This design comes from an exercise in tuning for small area, a short achievable clock period and few clock cycles on the open sky130 flow, not from production work. Only simulation tests tie the RTL to the original design; equivalence was not proved. Power and IR drop assume default switching activity.

## flow/design.v

```verilog
module lm32_top (
    clk_i,
    rst_i,
    interrupt,
    I_DAT_I,
    I_ACK_I,
    I_ERR_I,
    I_RTY_I,
    D_DAT_I,
    D_ACK_I,
    D_ERR_I,
    D_RTY_I,
    I_DAT_O,
    I_ADR_O,
    I_CYC_O,
    I_SEL_O,
    I_STB_O,
    I_WE_O,
    I_CTI_O,
    I_LOCK_O,
    I_BTE_O,
    D_DAT_O,
    D_ADR_O,
    D_CYC_O,
    D_SEL_O,
    D_STB_O,
    D_WE_O,
    D_CTI_O,
    D_LOCK_O,
    D_BTE_O
    );
input clk_i;
input rst_i;
input [31:0] interrupt;
input [31:0] I_DAT_I;
input I_ACK_I;
input I_ERR_I;
input I_RTY_I;
input [31:0] D_DAT_I;
input D_ACK_I;
input D_ERR_I;
input D_RTY_I;
output [31:0] I_DAT_O;
output [31:0] I_ADR_O;
output I_CYC_O;
output [3:0] I_SEL_O;
output I_STB_O;
output I_WE_O;
output [2:0] I_CTI_O;
output I_LOCK_O;
output [1:0] I_BTE_O;
output [31:0] D_DAT_O;
output [31:0] D_ADR_O;
output D_CYC_O;
output [3:0] D_SEL_O;
output D_STB_O;
output D_WE_O;
output [2:0] D_CTI_O;
output D_LOCK_O;
output [1:0] D_BTE_O;
reg boot;                
reg ex;                  
reg [1:0] mc;            
reg i_pend;              
reg i_got;               
reg d_pend;              
reg [29:0] pc;           
reg [31:0] ir;
reg [31:0] opa;          
reg [31:0] opb;          
reg [31:0] sd;           
reg c_sub, c_load, c_store, c_mul, c_we, c_pcsel;
reg c_bcond, c_bimm, c_breg, c_eret, c_wcsr, c_scall;
reg s_csr, s_sext, s_logic, s_cmp, s_shift, s_link;
reg [4:0] c_wa;
reg [1:0] c_size;
reg c_sx;
reg [29:0] c_off;
reg [31:0] macc;
reg ie, eie;
reg [31:0] im, ip;
reg [23:0] eba;
reg irq_q;
reg [31:0] rf [0:31];
wire [31:0] bx = opb ^ {32{c_sub}};
wire [32:0] sum33 = {1'b0, opa} + {1'b0, bx} + {32'd0, c_sub};
wire [31:0] sum = sum33[31:0];
wire cmp_carry = sum33[32];
wire cmp_zero = opa == opb;
wire cmp_neg = sum[31];
wire cmp_ovf = (opa[31] == bx[31]) & (sum[31] != opa[31]);
wire i_ok = i_pend ? I_ACK_I : i_got;
wire d_ok = !d_pend | D_ACK_I;
wire ready = !ex & (mc == 2'd0) & !boot & i_ok & d_ok;
wire [31:0] inst = i_pend ? I_DAT_I : ir;
wire ld_ack = !ex & d_pend & D_ACK_I & c_load;
reg [31:0] ld_data;
always @(*)
begin
    casez ({c_size, sum[1:0]})
    4'b0011: ld_data = {{24{c_sx & D_DAT_I[7]}}, D_DAT_I[7:0]};
    4'b0010: ld_data = {{24{c_sx & D_DAT_I[15]}}, D_DAT_I[15:8]};
    4'b0001: ld_data = {{24{c_sx & D_DAT_I[23]}}, D_DAT_I[23:16]};
    4'b0000: ld_data = {{24{c_sx & D_DAT_I[31]}}, D_DAT_I[31:24]};
    4'b111?: ld_data = {{16{c_sx & D_DAT_I[15]}}, D_DAT_I[15:0]};
    4'b110?: ld_data = {{16{c_sx & D_DAT_I[31]}}, D_DAT_I[31:16]};
    default: ld_data = D_DAT_I;
    endcase
end
wire [4:0] ra = inst[25:21];
wire [4:0] rb = inst[20:16];
wire [31:0] va = (ld_ack && c_wa == ra) ? ld_data : rf[ra];
wire [31:0] vb = (ld_ack && c_wa == rb) ? ld_data : rf[rb];
wire [5:0] op = inst[31:26];
wire [4:0] op5 = inst[30:26];
wire d_and   = op5 == 5'h08;
wire d_nor   = op5 == 5'h01;
wire d_or    = op5 == 5'h0e;
wire d_xor   = op5 == 5'h06;
wire d_xnor  = op5 == 5'h09;
wire d_andhi = op == 6'h18;
wire d_orhi  = op == 6'h1e;
wire d_logic = d_and | d_nor | d_or | d_xor | d_xnor | d_andhi | d_orhi;
wire d_cmpu  = (op5 == 5'h1c) | (op5 == 5'h1d);
wire d_cmp   = (op5 == 5'h19) | (op5 == 5'h1a) | (op5 == 5'h1b) | d_cmpu | (op5 == 5'h1f);
wire d_bcond = (op == 6'h11) | (op == 6'h12) | (op == 6'h13) | (op == 6'h14) | (op == 6'h15) | (op == 6'h17);
wire d_bi    = op == 6'h38;
wire d_b     = op == 6'h30;
wire d_call  = op == 6'h36;
wire d_calli = op == 6'h3e;
wire d_bra   = d_b | d_bi | d_bcond;
wire d_shift = (op5 == 5'h0f) | (op5 == 5'h05) | (op5 == 5'h00);
wire d_mul   = op5 == 5'h02;
wire d_sext  = (op == 6'h2c) | (op == 6'h37);
wire d_load  = (op == 6'h04) | (op == 6'h10) | (op == 6'h07) | (op == 6'h0b) | (op == 6'h0a);
wire d_store = (op == 6'h0c) | (op == 6'h03) | (op == 6'h16);
wire d_sub   = op == 6'h32;
wire d_raise = op == 6'h2b;
wire d_scall = d_raise & inst[2];
wire d_rcsr  = op == 6'h24;
wire d_wcsr  = op == 6'h34;
wire d_use_imm = !inst[31] & !d_bra;
wire d_sx_imm = !(d_and | d_cmpu | d_nor | d_or | d_xnor | d_xor);
wire [31:0] d_imm = (d_andhi | d_orhi) ? {inst[15:0], 16'h0000}
                                       : {{16{d_sx_imm & inst[15]}}, inst[15:0]};
wire d_wen = !(d_bra | d_raise | d_store | d_wcsr);
wire [4:0] d_wa = (d_call | d_calli) ? 5'd29 : (!inst[31] ? inst[20:16] : inst[15:11]);
wire [29:0] d_off = (d_bi | d_calli) ? {{4{inst[25]}}, inst[25:0]} : {{14{inst[15]}}, inst[15:0]};
reg [31:0] d_sd;
always @(*)
begin
    case (inst[27:26])
    2'b00:   d_sd = {4{vb[7:0]}};
    2'b11:   d_sd = {2{vb[15:0]}};
    default: d_sd = vb;
    endcase
end
wire irq_take = ex & irq_q;
reg cond;
always @(*)
begin
    case (ir[28:26])
    3'b001:  cond = cmp_zero;
    3'b111:  cond = !cmp_zero;
    3'b010:  cond = !cmp_zero && (cmp_neg == cmp_ovf);
    3'b011:  cond = cmp_neg == cmp_ovf;
    3'b100:  cond = cmp_carry;
    3'b101:  cond = cmp_carry && !cmp_zero;
    default: cond = 1'b1;
    endcase
end
reg [31:0] logic_r;
integer li;
always @(*)
    for (li = 0; li < 32; li = li + 1)
        logic_r[li] = ir[26 + {opb[li], opa[li]}];
wire sh_left = ir[29];
wire sh_fill = ir[28] & !sh_left & opa[31];
reg [31:0] sh_in, sh_out;
integer si;
always @(*)
    for (si = 0; si < 32; si = si + 1)
        sh_in[si] = sh_left ? opa[31 - si] : opa[si];
wire [31:0] sh_1 = opb[0] ? {sh_fill, sh_in[31:1]} : sh_in;
wire [31:0] sh_2 = opb[1] ? {{2{sh_fill}}, sh_1[31:2]} : sh_1;
wire [31:0] sh_4 = opb[2] ? {{4{sh_fill}}, sh_2[31:4]} : sh_2;
wire [31:0] sh_8 = opb[3] ? {{8{sh_fill}}, sh_4[31:8]} : sh_4;
wire [31:0] sh_r = opb[4] ? {{16{sh_fill}}, sh_8[31:16]} : sh_8;
always @(*)
    for (si = 0; si < 32; si = si + 1)
        sh_out[si] = sh_left ? sh_r[31 - si] : sh_r[si];
wire [31:0] sext_r = (ir[27:26] == 2'b00) ? {{24{opa[7]}}, opa[7:0]} : {{16{opa[15]}}, opa[15:0]};
reg [31:0] csr_r;
always @(*)
begin
    case (ir[24:21])
    4'h0:    csr_r = {30'd0, eie, ie};
    4'h1:    csr_r = im;
    4'h2:    csr_r = ip;
    4'h6:    csr_r = 32'h0802000d;
    4'h7:    csr_r = {eba, 8'h00};
    default: csr_r = 32'd0;
    endcase
end
wire pcsel = irq_take | c_pcsel;
reg [31:0] e_res;
always @(*)
begin
    if (pcsel)        e_res = {pc, 2'b00};
    else if (s_link)  e_res = {pcn, 2'b00};
    else if (s_cmp)   e_res = {31'd0, cond};
    else if (s_logic) e_res = logic_r;
    else if (s_shift) e_res = sh_out;
    else if (s_sext)  e_res = sext_r;
    else if (s_csr)   e_res = csr_r;
    else              e_res = sum;
end
wire [29:0] pcn = pc + 30'd1;
wire [29:0] btgt = pc + c_off;
wire [29:0] next_pc = (irq_take | c_scall) ? {eba, 2'b11, !irq_take, 3'b000}
                    : (c_bimm | (c_bcond & cond)) ? btgt
                    : c_breg ? opa[31:2]
                    : pcn;
wire mem_go = ex & (c_load | c_store) & !irq_take;
reg [3:0] sel_c;
always @(*)
begin
    casez ({c_size, sum[1:0]})
    4'b0011: sel_c = 4'b0001;
    4'b0010: sel_c = 4'b0010;
    4'b0001: sel_c = 4'b0100;
    4'b0000: sel_c = 4'b1000;
    4'b111?: sel_c = 4'b0011;
    4'b110?: sel_c = 4'b1100;
    default: sel_c = 4'b1111;
    endcase
end
wire [31:0] mres = (ex ? 32'd0 : macc) + opa * opb[7:0];
wire m_last = mc == 2'd1;
wire rf_we = ld_ack | m_last | (ex & (irq_take | c_we));
wire [4:0] rf_wa = irq_take ? 5'd30 : c_wa;
wire [31:0] rf_wd = ld_ack ? ld_data : m_last ? mres : e_res;
always @(posedge clk_i)
    if (rf_we)
        rf[rf_wa] <= rf_wd;
always @(posedge clk_i)
begin
    if (rst_i) begin
        boot <= 1'b1;
        ex <= 1'b0;
        mc <= 2'd0;
        i_pend <= 1'b0;
        i_got <= 1'b0;
        d_pend <= 1'b0;
        pc <= 30'd0;
    end else begin
        boot <= 1'b0;
        if (mc != 2'd0)
            mc <= mc - 2'd1;
        if (boot)
            i_pend <= 1'b1;
        if (ex) begin
            ex <= 1'b0;
            pc <= next_pc;
            i_pend <= 1'b1;
            d_pend <= mem_go;
            if (c_mul & !irq_take)
                mc <= 2'd3;
        end else begin
            if (i_pend & I_ACK_I) begin
                i_pend <= 1'b0;
                i_got <= !ready;
            end else if (ready)
                i_got <= 1'b0;
            if (d_pend & D_ACK_I)
                d_pend <= 1'b0;
            if (ready)
                ex <= 1'b1;
        end
    end
end
always @(posedge clk_i)
begin
    if (!ex && I_ACK_I && i_pend)
        ir <= I_DAT_I;
    if (ready) begin
        opa <= va;
        opb <= d_use_imm ? d_imm : vb;
        sd <= d_sd;
        c_off <= d_off;
        c_size <= inst[27:26];
        c_sx <= inst[28];
        c_sub <= d_sub | d_cmp | d_bra;
        c_load <= d_load;
        c_store <= d_store;
        c_mul <= d_mul;
        c_we <= (d_wen & !d_load & !d_mul) | d_scall;
        c_pcsel <= d_scall;
        c_wa <= d_scall ? 5'd30 : d_wa;
        c_bcond <= d_bcond;
        c_bimm <= d_bi | d_calli;
        c_breg <= d_b | d_call;
        c_eret <= d_b & (inst[25:21] == 5'd30);
        c_wcsr <= d_wcsr;
        c_scall <= d_scall;
        s_csr <= d_rcsr;
        s_sext <= d_sext;
        s_logic <= d_logic;
        s_cmp <= d_cmp;
        s_shift <= d_shift;
        s_link <= d_call | d_calli;
    end
    if ((ex & c_mul) | (mc != 2'd0)) begin
        macc <= mres;
        opa <= {opa[23:0], 8'h00};
        opb <= {8'h00, opb[31:8]};
    end
end
always @(posedge clk_i)
begin
    if (rst_i) begin
        ie <= 1'b0;
        eie <= 1'b0;
        im <= 32'd0;
        ip <= 32'd0;
        eba <= 24'd0;
        irq_q <= 1'b0;
    end else begin
        ip <= ip | interrupt;
        irq_q <= ie & (|(ip & im));
        if (ex) begin
            if (irq_take | c_scall) begin
                eie <= ie;
                ie <= 1'b0;
            end else if (c_eret)
                ie <= eie;
            else if (c_wcsr) begin
                case (ir[24:21])
                4'h0: begin
                    ie <= opb[0];
                    eie <= opb[1];
                end
                4'h1: im <= opb;
                4'h2: ip <= (ip | interrupt) & ~opb;
                4'h7: eba <= opb[31:8];
                default: ;
                endcase
            end
        end
    end
end
assign I_ADR_O = {ex ? next_pc : pc, 2'b00};
assign I_CYC_O = ex | i_pend;
assign I_STB_O = ex | i_pend;
assign I_DAT_O = 32'd0;
assign I_SEL_O = 4'b1111;
assign I_WE_O = 1'b0;
assign I_CTI_O = 3'b111;
assign I_LOCK_O = 1'b0;
assign I_BTE_O = 2'b00;
assign D_ADR_O = sum;
assign D_SEL_O = sel_c;
assign D_WE_O = c_store;
assign D_CYC_O = mem_go | d_pend;
assign D_STB_O = mem_go | d_pend;
assign D_DAT_O = sd;
assign D_CTI_O = 3'b111;
assign D_LOCK_O = 1'b0;
assign D_BTE_O = 2'b00;
endmodule
```

## flow/run.sh

```bash
#!/bin/bash
# synth_recipe.tcl (not shown) runs the flow's synth.tcl, then flattens the netlist and writes it again
# the make line also repeats each setting of config.mk as NAME=value (left out here)
make -C /OpenROAD-flow-scripts/flow DESIGN_CONFIG=/design/flow/config.mk WORK_HOME=/design/flow/orfs CLKGATE_MAP_FILE= SYNTH_SCRIPT=/design/flow/synth_recipe.tcl finish
```

## flow/config.mk

```make
export PLATFORM = sky130hd
export DESIGN_NAME = lm32_top
export DESIGN_NICKNAME = lm32_top
export VERILOG_FILES = /design/flow/design.v
export SDC_FILE = /design/flow/constraint.sdc
export NUM_CORES = 4
export LEC_CHECK = 0
export ABC_CLOCK_PERIOD_IN_PS = 5000
export CAP_MARGIN = 20
export CORE_MARGIN = 2
export CORE_UTILIZATION = 40
export SETUP_SLACK_MARGIN = 4.0
export SLEW_MARGIN = 20
```

## flow/constraint.sdc

```tcl
create_clock -name core_clock -period 9.0 [get_ports {clk_i}]
set_input_delay 1.8000 -clock core_clock [delete_from_list [all_inputs] [get_ports {clk_i}]]
set_output_delay 1.8000 -clock core_clock [all_outputs]
set_load 0.01 [all_outputs]
```

==> results_dict.tcl <==
set metrics [dict create \
    synth_area_um2 82800 \
    ir_drop_uv 711 \
    drtPass1Iterations 9 \
    io_pins 258 \
    synth_cells 7672 \
    dieArea_um2 211000 \
    numCtsBuffers 151 \
    setup_viol 0 \
    die_y_um 459 \
    h-tree-depth 4 \
    worstHoldStart "opb[28]" \
    layout_commonest_cell "nand2_1" \
    skew_ps 73.9 \
    cts-root-buf "clkbuf_16" \
    p_clk_share_pct 17.8 \
    synth.avg_cell_area_um2 10.8 \
    total_power_mw 36.1 \
    end_kind "output port" \
    critPathKind "reg2out" \
    status "complete, but fails checks" \
    so_faults "max-capacitance violations, max-slew violations" \
    p_sw_mw 15.3 \
    cts.sinks 1363 \
    grt_pass1_wl_um 507000 \
    slew_headroom_pct -63.6 \
    cp_max_fo 8 \
    grt_max_degree 145 \
    rr_startpoint "opb[3]" \
    dr_total_vias 71800 \
    overflow 0 \
    hold_class "reg2reg" \
    start_util_pct 40.1 \
    flow.area_growth_from_synthesis_pct 23.0 \
    rsz0062_at_grt "yes" \
    gpl.final_weighted_congestion 1.07 \
    maxCapViolCount 4 \
    io_buffers 202 \
    synth_enable_flop_cells 1219 \
    synth_cell_types 92 \
    drv_slew 20 \
    clkLatencyLatePin_ps 840 \
    crit_start "c_sub" \
    fin_cells 10900 \
    whs_ps 461 \
    cts.clk_slew.worst_paths_ps 60 \
    clock.fmax_ghz 0.147 \
    place_hpwl_um 224000 \
    async_flop_share_pct 0 \
    grt_pass1_vias 66900 \
    p_seq_share_pct 21.6 \
    cts_tree "yes" \
    dieWidth_um 459 \
    worst_pin_slew_ps 2430 \
    ys_ff_latch 1363 \
    drive_gt1_share_pct 22.9 \
    worstPathArrival_ps 4990 \
    ant_nets 0 \
    clk_path_buf_depth 3 \
    antenna_found_initial 11 \
    placementRows 167 \
    finalHoldViolations 0 \
    layout_common_cells "nand2_1, edfxtp_1, buf_4, a21oi_1, mux4_2" \
    avgRoutedWirePerCell_um 34.6 \
    crit_required_ps 7200 \
    post-route-period-util_pct 75.5 \
    final_nets 8469 \
    drt-total-wl_um 377000 \
    first_iter_violations 11700 \
    place_inst 10200 \
    ys.warnings.count 1 \
    core_area_um2 206000 \
    power_density_nw_per_um2 354 \
    synth-seq-area-share_pct 47.7 \
    vias_per_cell 6.59 \
    layout_min_cycle_time_ps 6790 \
    drc_errors 0 \
    intPower_mw 20.8 \
    critPathLaunchType "flip-flop" \
    p_sw_share_pct 42.4 \
    synth_flop_cell "edfxtp_1" \
    grt_use_total_pct 33.7 \
    power.leakage_nw 36.3 \
    p_comb_share_pct 60.6 \
    cts_hold_buf 0 \
    finalSetupTns_ps 0 \
]
==> worst paths after layout <==
check / to / slack [ps] / cells past startpoint
setup reg to reg: rf[7][31] / 2560 / 27
setup / recovery: I_ADR_O[5] / 2210 / 18
hold / removal: opb[28] / 460 / 2
hold reg to reg: opb[28] / 460 / 2
==> synthesized netlist by cell type (all sizes together), types with 44 or more instances <==
library cell | number | area [um^2]
ha | 115 | 1440
mux4 | 334 | 7520
xnor2 | 101 | 885
mux2 | 55 | 623
dfxtp | 144 | 2880
a21oi | 440 | 2200
a21o | 44 | 330
a311oi | 127 | 1110
xor2 | 83 | 727
and2 | 323 | 2020
o211ai | 52 | 390
and3 | 59 | 369
nor2 | 352 | 1320
fa | 188 | 3760
a211oi | 258 | 1940
buf | 233 | 1240
mux2i | 136 | 1370
nor3 | 59 | 295
nand2 | 1422 | 5340
a31oi | 186 | 1160
clkbuf | 470 | 1770
o21ai | 308 | 1540
inv | 270 | 1010
nor2b | 48 | 300
nand3 | 179 | 896
edfxtp | 1219 | 36600
==> power groups by stage <==
| stage | Combinational [mW] | Sequential, mW | Clock, mW |
|---|---|---|---|
| CTS | 16.9 | 7.77 | 6.44 |
| global placement | 11.7 | 7.95 | 0 |
| finish | 21.9 | 7.80 | 6.42 |
| detailed placement | 11.7 | 7.96 | 0 |
| floorplan | 7.73 | 7.76 | 0 |
| global route | 22.6 | 7.78 | 6.68 |
==> critical path: stages, from the launching register on <==
cell,delay (ps)
edfxtp_1,420
buf_12,170
clkbuf_16,180
xor2_1,170
ha_4,360
and4_1,260
nor4b_4,290
nand2_2,120
nor4b_4,220
buf_4,180
o31ai_4,70
buf_6,160
buf_6,120
buf_12,130
o311a_4,420
o31ai_4,210
nor2_2,80
o31ai_4,370
buf_2,220
==> per-stage QoR <==
step / area [um^2] / util (%) / setup WS (ps)
after global placement: 88600 / 42.9 / 1590
after detailed placement: 88700 / 42.9 / 1600
final: 102000 / 49.4 / 2210
after CTS: 98400 / 47.7 / 2320
after floorplan: 84000 / - / 3090
after global routing: 102000 / 49.4 / 2160
==> registers in the layout, summed over array words and instances (netlist names), 2 cells and up <==
name	cells
opa	32
im	32
ir	32
opb	32
ip	32
c_wa	5
pc	30
mc	2
c_size	2
sd	32
macc	32
c_off	26
rf	1024
eba	24
==> repair_timing <==
action                                  in CTS  in global routing
gates cloned                                54                 33
endpoints found under the setup margin    1226               1110
resized for setup                          543                443
setup buffers                              202                130
pin swaps                                   98                171
==> logic make-up (layout without fill, tap and decap cells) <==
logic type | Yosys count | count (layout) | share of synthesized area [%]
other | 2 | 57 | 0.00907
AO/OA/AOI/OAI | 1760 | 1813 | 14.1
XOR/XNOR | 184 | 184 | 1.95
flip-flops | 1363 | 1363 | 47.7
AND/OR/NAND/NOR | 2559 | 2562 | 13.7
multiplexers | 525 | 528 | 11.5
adder cells (fa/ha/maj) | 303 | 303 | 6.28
buffers and inverters | 976 | 1378 | 4.86
==> cell type report <==
type	instances	area, um^2
diodes	6	15.0
clock buffers	190	4010
clock inverters	83	1030
fillers	18100	105000
inverters	273	1070
multi-input cells	5441	44400
flip-flops and latches	1363	39500
well taps	2704	3380
repair buffers	831	8560
repair inverters	1	6.26
==> layer usage <==
layer	global-route usage, %	wire (um)	vias up
li1	-	-	29300
met1	41.7	131000	35900
met2	50.4	162000	5416
met3	10.4	51200	1262
met4	23.6	31800	4
met5	0	23	-
Testbench counts, summed over its fixed seeds: cycles 144,853.

-- re-timing with driven ports --
No port has a modelled driver above. Below, the same layout with a new extraction and two added sets of constraints. Step 1: set_driving_cell puts a clkbuf_16 on clk_i and a buf_2 on each other input, an assumption about the parent block. Step 2, shift: input delay + t, output delay - t, t = (earliest + latest rising clock arrival at the registers) / 2. This alone moves slack from input paths to output paths. Slacks: ideal / step 1 / step 2; pairs: ideal / step 1.
t, ns: 0.885
slack for setup (ns): 2.205 / 2.121 / 2.517
clock arrival spread, ns: 0.074 / 0.074
For this run, drivers alone change the setup slack by -0.084 ns; drivers and shift together by +0.312 ns.
